Source: an optimization exercise on an open RTL-to-GDS flow (aim: small area). Production flows keep margins and buffers that such runs may drop.
RTL that was checked went through simulation tests only; none was proved equivalent to the original.
Power is estimated from default activity; no workload was simulated.

## top
module top(clk, reset_n, M0_req, M0_address, M0_wr, M0_dout, M0_grant, M_din, timer_interrupt, fifo_cnt, fifo_flag);
export LEC_CHECK = 0
export CAP_MARGIN = 20
export CORE_MARGIN = 2
export CORE_UTILIZATION = 60
export CTS_BUF_LIST = sky130_fd_sc_hd__clkbuf_8
export CTS_CLUSTER_DIAMETER = 60
export CTS_CLUSTER_SIZE = 15
export GPL_TIMING_DRIVEN = 0
export SLEW_MARGIN = 20
export SYNTH_HIERARCHICAL = 1
create_clock -name core_clock -period 6.0 [get_ports {clk}]
run.sh (not shown) runs the stock make flow with config.mk's settings and CLKGATE_MAP_FILE= SYNTH_SCRIPT=/design/flow/synth_recipe.tcl, a recipe that flattens the netlist after the stock synthesis.
Then changed:
==> flow/flow/run.sh (new file) <==
#!/bin/bash
# Own layout flow: the standard flow (standard.sh) with three changes:
#  - synthesis maps logic with an area-oriented ABC script (flow/abc_map.script)
#    in place of ORFS's speed script; registers are inferred and mapped exactly
#    as in the standard synthesis,
#  - ports are buffered with buf_1 cells,
#  - CTS inserts no dummy loads.
# Each run's full output goes to a log file in the work folder.
set -euo pipefail
W="$(pwd)"
rm -rf "$W/scripts_mod"
cp -r "$FLOW_HOME/scripts" "$W/scripts_mod"
cp "$W/flow/abc_map.script" "$W/scripts_mod/abc_speed.script"
export SCRIPTS_DIR="$W/scripts_mod"
export BUFFER_PORTS_ARGS="-buffer_cell sky130_fd_sc_hd__buf_1"
export CTS_ARGS="-sink_clustering_enable -repair_clock_nets -sink_clustering_size 15 -sink_clustering_max_diameter 60 -buf_list sky130_fd_sc_hd__clkbuf_8 -dont_use_dummy_load"
bash "$W/standard.sh" > "$W/flow_make.log" 2>&1
==> flow/flow/abc_map.script (new file) <==
&get -n
&st
&syn2
&dch -f
&nf -R 1000
&st
&syn2
&dch -f
&nf -R 1000
&put
==> flow/standard.sh (new file) <==
#!/bin/bash
# synth_recipe.tcl (not shown) runs the flow's synth.tcl, then flattens the netlist and writes it again
# the make line also repeats each setting of config.mk as NAME=value (left out here)
make -C /OpenROAD-flow-scripts/flow DESIGN_CONFIG=/design/flow/config.mk WORK_HOME=/design/flow/orfs CLKGATE_MAP_FILE= SYNTH_SCRIPT=/design/flow/synth_recipe.tcl "${@:-finish}"
removed: flow/run.sh
Effect:
- worst hold slack loses 0.013 ns
- sequential share of layout area came out higher by 2.1 points
- cell area went down by 4.1%
- area after synthesis is lower by 2.1%
- sequential cell count is unchanged

---

Another version of the RTL of top (not shown whole).
For scale: roughly 990 cells after synthesis, about 310 flip-flops.
Settings: LEC_CHECK=0, CAP_MARGIN=20, CORE_MARGIN=2, CORE_UTILIZATION=80, CTS_BUF_LIST=sky130_fd_sc_hd__clkbuf_8, CTS_CLUSTER_DIAMETER=60, CTS_CLUSTER_SIZE=15, GPL_TIMING_DRIVEN=0, SLEW_MARGIN=20, SYNTH_HIERARCHICAL=1; clock period 6.0 ns.
standard.sh (not shown) runs the stock make flow with config.mk's settings and CLKGATE_MAP_FILE= SYNTH_SCRIPT=/design/flow/synth_recipe.tcl, a recipe that flattens the netlist after the stock synthesis.
==> flow/flow/run.sh <==
#!/bin/bash
# Own layout flow: the standard flow (standard.sh) with three changes:
#  - synthesis maps logic with an area-oriented ABC script (flow/abc_map.script)
#    in place of ORFS's speed script; registers are inferred and mapped exactly
#    as in the standard synthesis,
#  - ports are buffered with buf_1 cells,
#  - CTS inserts no dummy loads.
# Each run's full output goes to a log file in the work folder.
set -euo pipefail
W="$(pwd)"
rm -rf "$W/scripts_mod"
cp -r "$FLOW_HOME/scripts" "$W/scripts_mod"
cp "$W/flow/abc_map.script" "$W/scripts_mod/abc_speed.script"
export SCRIPTS_DIR="$W/scripts_mod"
export BUFFER_PORTS_ARGS="-buffer_cell sky130_fd_sc_hd__buf_1"
export CTS_ARGS="-sink_clustering_enable -repair_clock_nets -sink_clustering_size 18 -sink_clustering_max_diameter 60 -buf_list sky130_fd_sc_hd__clkbuf_8 -dont_use_dummy_load"
bash "$W/standard.sh" > "$W/flow_make.log" 2>&1
==> flow/flow/abc_map.script <==
&get -n
&st
&syn2
&dch -f
&nf -R 1000
&st
&syn2
&dch -f
&nf -R 1000
&put
The baseline completed without violations.
Next try:
- CORE_UTILIZATION: 80 -> 70
What happened: Clock skew hardly moves; area after synthesis stays the same; power decreases slightly; sequential share of layout area is about the same; via count goes down by a few percent; worst hold slack got worse by 3.2 ps; global-route usage went down by 5.9 points; worst setup slack gets better by 120 ps; cell area hardly moves; die area rose by roughly a tenth.
Function was not checked in any run of this note: the RTL went through the layout flow alone.

[static timing again, ports no longer ideal]
Ports are ideal in the flow. The routed layouts listed here were re-timed in OpenROAD. Step 1 sets driving cells, clkbuf_16 on the clock port and buf_2 on the other inputs (assumed; they add their load-dependent delay and slew). Step 2 adds t to the input delays and takes it off the output delays; t is the mean of the earliest and latest rising clock arrival at the registers after step 1. Input paths then give back, and output paths get back, about the clock's delay inside the block. Three values: ideal ports, drivers, drivers and shift; two values: the first two.
run | t, ns | slack for setup (ns) | worst setup path after step 2 | worst register clock-pin slew, ns | cell pins on the clock port's net
the first run of note 1 | 0.600 | 0.657 / 0.610 / 1.210 | register to output | 0.11 / 0.11 | 1
the second run of note 1 | 0.596 | 1.073 / 1.073 / 0.810 | input to register | 0.10 / 0.10 | 1
the first run of note 2 | 0.577 | 0.615 / 0.574 / 0.680 | input to register | 0.11 / 0.11 | 1
the second run of note 2 | 0.577 | 0.737 / 0.698 / 0.744 | input to register | 0.11 / 0.11 | 1
After both steps every run listed still meets setup and hold. The setup slack of the second run of note 1, which loses most, moves by 0.000 ns with the drivers and by -0.263 ns with both steps.
